From an optimization exercise on the open Yosys and OpenROAD flow, aimed at small area and a short achievable clock period; shortcuts taken in it are not production practice.
RTL that was checked went through simulation tests only; none was proved equivalent to the original.

==> run B <==
Design riscv, start of the top module:
module riscv(clk, rst, imem_addr, imem_rdata, dmem_addr, dmem_wdata, dmem_we, dmem_rdata);
input clk, rst;
output [31:0] imem_addr;
input  [31:0] imem_rdata;
output [31:0] dmem_addr;
output [31:0] dmem_wdata;
output        dmem_we;
input  [31:0] dmem_rdata;
wire [31:0] inst = imem_rdata;
wire [6:0] op  = inst[6:0];
wire [4:0] rd  = inst[11:7];
wire [2:0] f3  = inst[14:12];
wire [4:0] rs1 = inst[19:15];
wire [4:0] rs2 = inst[24:20];
wire [6:0] f7  = inst[31:25];
wire is_r    = (op == 7'b0110011);
wire is_i    = (op == 7'b0010011);
wire is_lui  = (op == 7'b0110111);
wire is_jal  = (op == 7'b1101111);
wire is_jalr = (op == 7'b1100111);
wire is_ld   = (op == 7'b0000011);
wire is_st   = (op == 7'b0100011);
reg  [31:0] pc;
wire [1023:0] xs;                
assign xs[31:0] = 32'b0;
wire [31:0] sel1, sel2;
dec5 dec_rs1 (.a(rs1), .y(sel1));
dec5 dec_rs2 (.a(rs2), .y(sel2));
wire [31:0] a;                   
wire [31:0] bn;                  
wire [31:0] b = ~bn;
genvar g, h;
generate
    for (h = 0; h < 32; h = h + 1) begin : rd_bit
        wire [30:0] col;
  ...
==> module dec5, before the edit <==
module dec5(a, y);
input  [4:0]  a;
output [31:0] y;
wire   [4:0]  an;
wire   [3:0]  lo_n;
wire   [7:0]  hi_n;
genvar i;
generate
    for (i = 0; i < 5; i = i + 1) begin : iv
        c_inv u (.a(a[i]), .y(an[i]));
    end
    for (i = 0; i < 4; i = i + 1) begin : lo
        c_nand2 u (.a((i % 2) ? a[0] : an[0]), .b(((i / 2) % 2) ? a[1] : an[1]), .y(lo_n[i]));
    end
    for (i = 0; i < 8; i = i + 1) begin : hi
        c_nand3 u (.a((i % 2) ? a[2] : an[2]), .b(((i / 2) % 2) ? a[3] : an[3]),
                   .c(((i / 4) % 2) ? a[4] : an[4]), .y(hi_n[i]));
    end
    for (i = 0; i < 32; i = i + 1) begin : o
        c_nor2 u (.a(lo_n[i % 4]), .b(hi_n[i / 4]), .y(y[i]));
    end
endgenerate
endmodule
==> flow/config.mk <==
export PLATFORM = sky130hd
export DESIGN_NAME = riscv
export DESIGN_NICKNAME = riscv
export VERILOG_FILES = /design/flow/design.v
export SDC_FILE = /design/flow/constraint.sdc
export NUM_CORES = 4
export LEC_CHECK = 0
export CAP_MARGIN = 20
export CELL_PAD_IN_SITES_DETAIL_PLACEMENT = 1
export CORE_MARGIN = 2
export CORE_UTILIZATION = 55
export CTS_BUF_LIST = sky130_fd_sc_hd__clkbuf_8
export CTS_CLUSTER_DIAMETER = 45
export CTS_CLUSTER_SIZE = 14
export PLACE_DENSITY = 0.65
export SLEW_MARGIN = 20
export SYNTH_HIERARCHICAL = 1
export SYNTH_MINIMUM_KEEP_SIZE = 0
==> flow/constraint.sdc <==
create_clock -name core_clock -period 30.0 [get_ports {clk}]
set_input_delay 6.0000 -clock core_clock [delete_from_list [all_inputs] [get_ports {clk}]]
set_output_delay 6.0000 -clock core_clock [all_outputs]
set_load 0.01 [all_outputs]
standard.sh (not shown) runs the stock make flow with config.mk's settings and CLKGATE_MAP_FILE= SYNTH_SCRIPT=/design/flow/synth_recipe.tcl, a recipe that flattens the netlist after the stock synthesis.
==> flow/flow/run.sh <==
#!/bin/bash
# Layout flow: the standard ORFS flow (standard.sh, unchanged synthesis),
# run with these differences:
#  - before floorplanning (flow/downsize.tcl), every logic cell is set to its
#    smallest drive strength, so only timing repair sizes cells up, and the
#    register read decoders start at drive 2 / 4;
#  - input/output ports are buffered with buf_1 cells (repair may size them);
set -euo pipefail
export PRE_FLOORPLAN_TCL="$(pwd)/flow/downsize.tcl"
export BUFFER_PORTS_ARGS="-buffer_cell sky130_fd_sc_hd__buf_1"
export SETUP_SLACK_MARGIN=14
export GRT_SETUP_SLACK_MARGIN=13
export PRE_GLOBAL_ROUTE_TCL="$(pwd)/flow/grt_margin.tcl"
bash standard.sh > standard.log 2>&1
==> flow/flow/downsize.tcl <==
# Start the layout from the smallest drive strength of every logic cell:
# each combinational cell is replaced by the member of its family (same
# function and pins, another _N suffix) with the least area. Timing repair
# later sizes up the cells on paths that need it. Flip-flops are left alone.
set db [ord::get_db]
set dont_use {}
if { [info exists ::env(DONT_USE_CELLS)] } { set dont_use $::env(DONT_USE_CELLS) }
set swapped 0
foreach inst [[ord::get_db_block] getInsts] {
  set master [$inst getMaster]
  set name [$master getName]
  if { ![regexp {^(sky130_fd_sc_hd__[a-z0-9]+)_([0-9]+)$} $name -> base size] } { continue }
  if { [regexp {__(s?e?df|dl|conb|tap|fill|decap|diode)} $base] } { continue }
  set best $master
  set best_area [expr { [$master getWidth] * [$master getHeight] }]
  foreach s {0 1 2 4} {
    set cand [$db findMaster ${base}_$s]
    if { $cand eq "NULL" || [lsearch -exact $dont_use ${base}_$s] >= 0 } { continue }
    set a [expr { [$cand getWidth] * [$cand getHeight] }]
    if { $a < $best_area } { set best $cand; set best_area $a }
  }
  if { $best ne $master } {
    $inst swapMaster $best
    incr swapped
  }
}
puts "downsize: $swapped cells swapped to a smaller size"

# The register read decoders (dec_rs1, dec_rs2) start larger: their outputs
# drive one gate in each of the 32 bit slices of a read port.
proc size_driver { pattern size } {
  set db [ord::get_db]
  set n 0
  foreach net [[ord::get_db_block] getNets] {
    if { ![string match $pattern [$net getName]] } { continue }
    foreach it [$net getITerms] {
      if { ![$it isOutputSignal] } { continue }
      set inst [$it getInst]
      set name [[$inst getMaster] getName]
      if { [regexp {^(sky130_fd_sc_hd__[a-z0-9]+)_([0-9]+)$} $name -> base s] } {
        set cand [$db findMaster ${base}_$size]
        if { $cand ne "NULL" } { $inst swapMaster $cand; incr n }
      }
    }
  }
  return $n
}
set sized 0
foreach d {dec_rs1 dec_rs2} {
  incr sized [size_driver "$d.an*" 2]
  incr sized [size_driver "$d.lo*" 2]
  incr sized [size_driver "$d.hi*" 2]
  incr sized [size_driver "$d.o*" 4]
}
puts "downsize: $sized read-decoder cells sized up"
==> flow/flow/grt_margin.tcl <==
# Global-route stage: repair only setup slack below GRT_SETUP_SLACK_MARGIN,
# not the full margin used before, so the more pessimistic global-route
# parasitics do not trigger another round of sizing.
if { [info exists ::env(GRT_SETUP_SLACK_MARGIN)] } {
  set ::env(SETUP_SLACK_MARGIN) $::env(GRT_SETUP_SLACK_MARGIN)
}
==> inputs of run A, as changes to run B <==
--- a/flow/design.v
+++ b/flow/design.v
@@ -763,21 +763,3 @@
 output [31:0] y;
-wire   [4:0]  an;
-wire   [3:0]  lo_n;
-wire   [7:0]  hi_n;
-genvar i;
-generate
-    for (i = 0; i < 5; i = i + 1) begin : iv
-        c_inv u (.a(a[i]), .y(an[i]));
-    end
-    for (i = 0; i < 4; i = i + 1) begin : lo
-        c_nand2 u (.a((i % 2) ? a[0] : an[0]), .b(((i / 2) % 2) ? a[1] : an[1]), .y(lo_n[i]));
-    end
-    for (i = 0; i < 8; i = i + 1) begin : hi
-        c_nand3 u (.a((i % 2) ? a[2] : an[2]), .b(((i / 2) % 2) ? a[3] : an[3]),
-                   .c(((i / 4) % 2) ? a[4] : an[4]), .y(hi_n[i]));
-    end
-    for (i = 0; i < 32; i = i + 1) begin : o
-        c_nor2 u (.a(lo_n[i % 4]), .b(hi_n[i / 4]), .y(y[i]));
-    end
-endgenerate
+assign y = 32'b1 << a;
 endmodule
==> flow/flow/run.sh (replaced) <==
#!/bin/bash
# Layout flow: the standard ORFS flow (standard.sh, unchanged synthesis),
# run with these differences:
#  - before floorplanning, every logic cell is set to its smallest drive
#    strength (flow/downsize.tcl), so only timing repair sizes cells up;
#  - input/output ports are buffered with buf_1 cells;
set -euo pipefail
export PRE_FLOORPLAN_TCL="$(pwd)/flow/downsize.tcl"
export BUFFER_PORTS_ARGS="-buffer_cell sky130_fd_sc_hd__buf_1"
export SETUP_SLACK_MARGIN=16
bash standard.sh > standard.log 2>&1
--- a/flow/flow/downsize.tcl
+++ b/flow/flow/downsize.tcl
@@ -27,29 +27 @@
 puts "downsize: $swapped cells swapped to a smaller size"
-
-# The register read decoders (dec_rs1, dec_rs2) start larger: their outputs
-# drive one gate in each of the 32 bit slices of a read port.
-proc size_driver { pattern size } {
-  set db [ord::get_db]
-  set n 0
-  foreach net [[ord::get_db_block] getNets] {
-    if { ![string match $pattern [$net getName]] } { continue }
-    foreach it [$net getITerms] {
-      if { ![$it isOutputSignal] } { continue }
-      set inst [$it getInst]
-      set name [[$inst getMaster] getName]
-      if { [regexp {^(sky130_fd_sc_hd__[a-z0-9]+)_([0-9]+)$} $name -> base s] } {
-        set cand [$db findMaster ${base}_$size]
-        if { $cand ne "NULL" } { $inst swapMaster $cand; incr n }
-      }
-    }
-  }
-  return $n
-}
-set sized 0
-foreach d {dec_rs1 dec_rs2} {
-  incr sized [size_driver "$d.an*" 2]
-  incr sized [size_driver "$d.lo*" 2]
-  incr sized [size_driver "$d.hi*" 2]
-  incr sized [size_driver "$d.o*" 4]
-}
-puts "downsize: $sized read-decoder cells sized up"
- CTS_CLUSTER_DIAMETER: 45 -> 50
- CTS_CLUSTER_SIZE: 14 -> 16
removed: flow/flow/grt_margin.tcl
==> comparison table <==
|  | run A | run B |
|---|---|---|
| Run status | aborted with a tool error | complete, no violations |
| Last stage reached | 5_1_grt | - |
| Effective utilization at floorplan | 55.27% | 55.52% |
| Cells after synthesis | 4,650 | 4,656 |
| Pre-CTS setup slack | 13.21 ns | 13.30 ns |
| Post-Syn Nets | 4,744 | 4,750 |
| Horiz. Die Dim | 293.1 um | 294.7 um |
| # Post-CTS Setup Buffers | 169 | 18 |
| Mapped Avg Cell Area | 9.884 sq um | 9.980 sq um |
| Gpl congestion | 1.109 | 1.070 |
| Placed Area | 0.04992 sq mm | 0.04980 sq mm |
| Cell count after placement | 5,916 | 5,970 |
| Height of the chip | 293.1 um | 294.7 um |
| Summed instance area of the synthesized netlist | 0.04596 sq mm | 0.04647 sq mm |
| Number of cells upsized or downsized after cts | 641 | 38 |
Only the layout flow was run in run A; the RTL was not checked for function there.

## afterwards: timing with drivers on the ports
Ports are ideal in the flow. The routed layout listed here was re-timed in OpenROAD. Step 1: set_driving_cell puts a clkbuf_16 on clk and a buf_2 on each other input, an assumption about the parent block. Step 2 moves the port delays by t, midway between the first and last clock arrival at a register: inputs arrive t later, outputs are due t later. That takes back most of the time a late clock gives input paths. a / b / c = ideal ports / drivers / drivers and shift; a / b = the first two.
run: run B
t, ns: 0.915
setup slack, ns: 13.323 / 13.295 / 13.295
worst setup path at the end: input to output
latest minus earliest clock arrival (ns): 0.050 / 0.051
After both steps setup and hold are still met in run B. For run B, drivers alone change the setup slack by -0.028 ns; drivers and shift together by -0.028 ns.
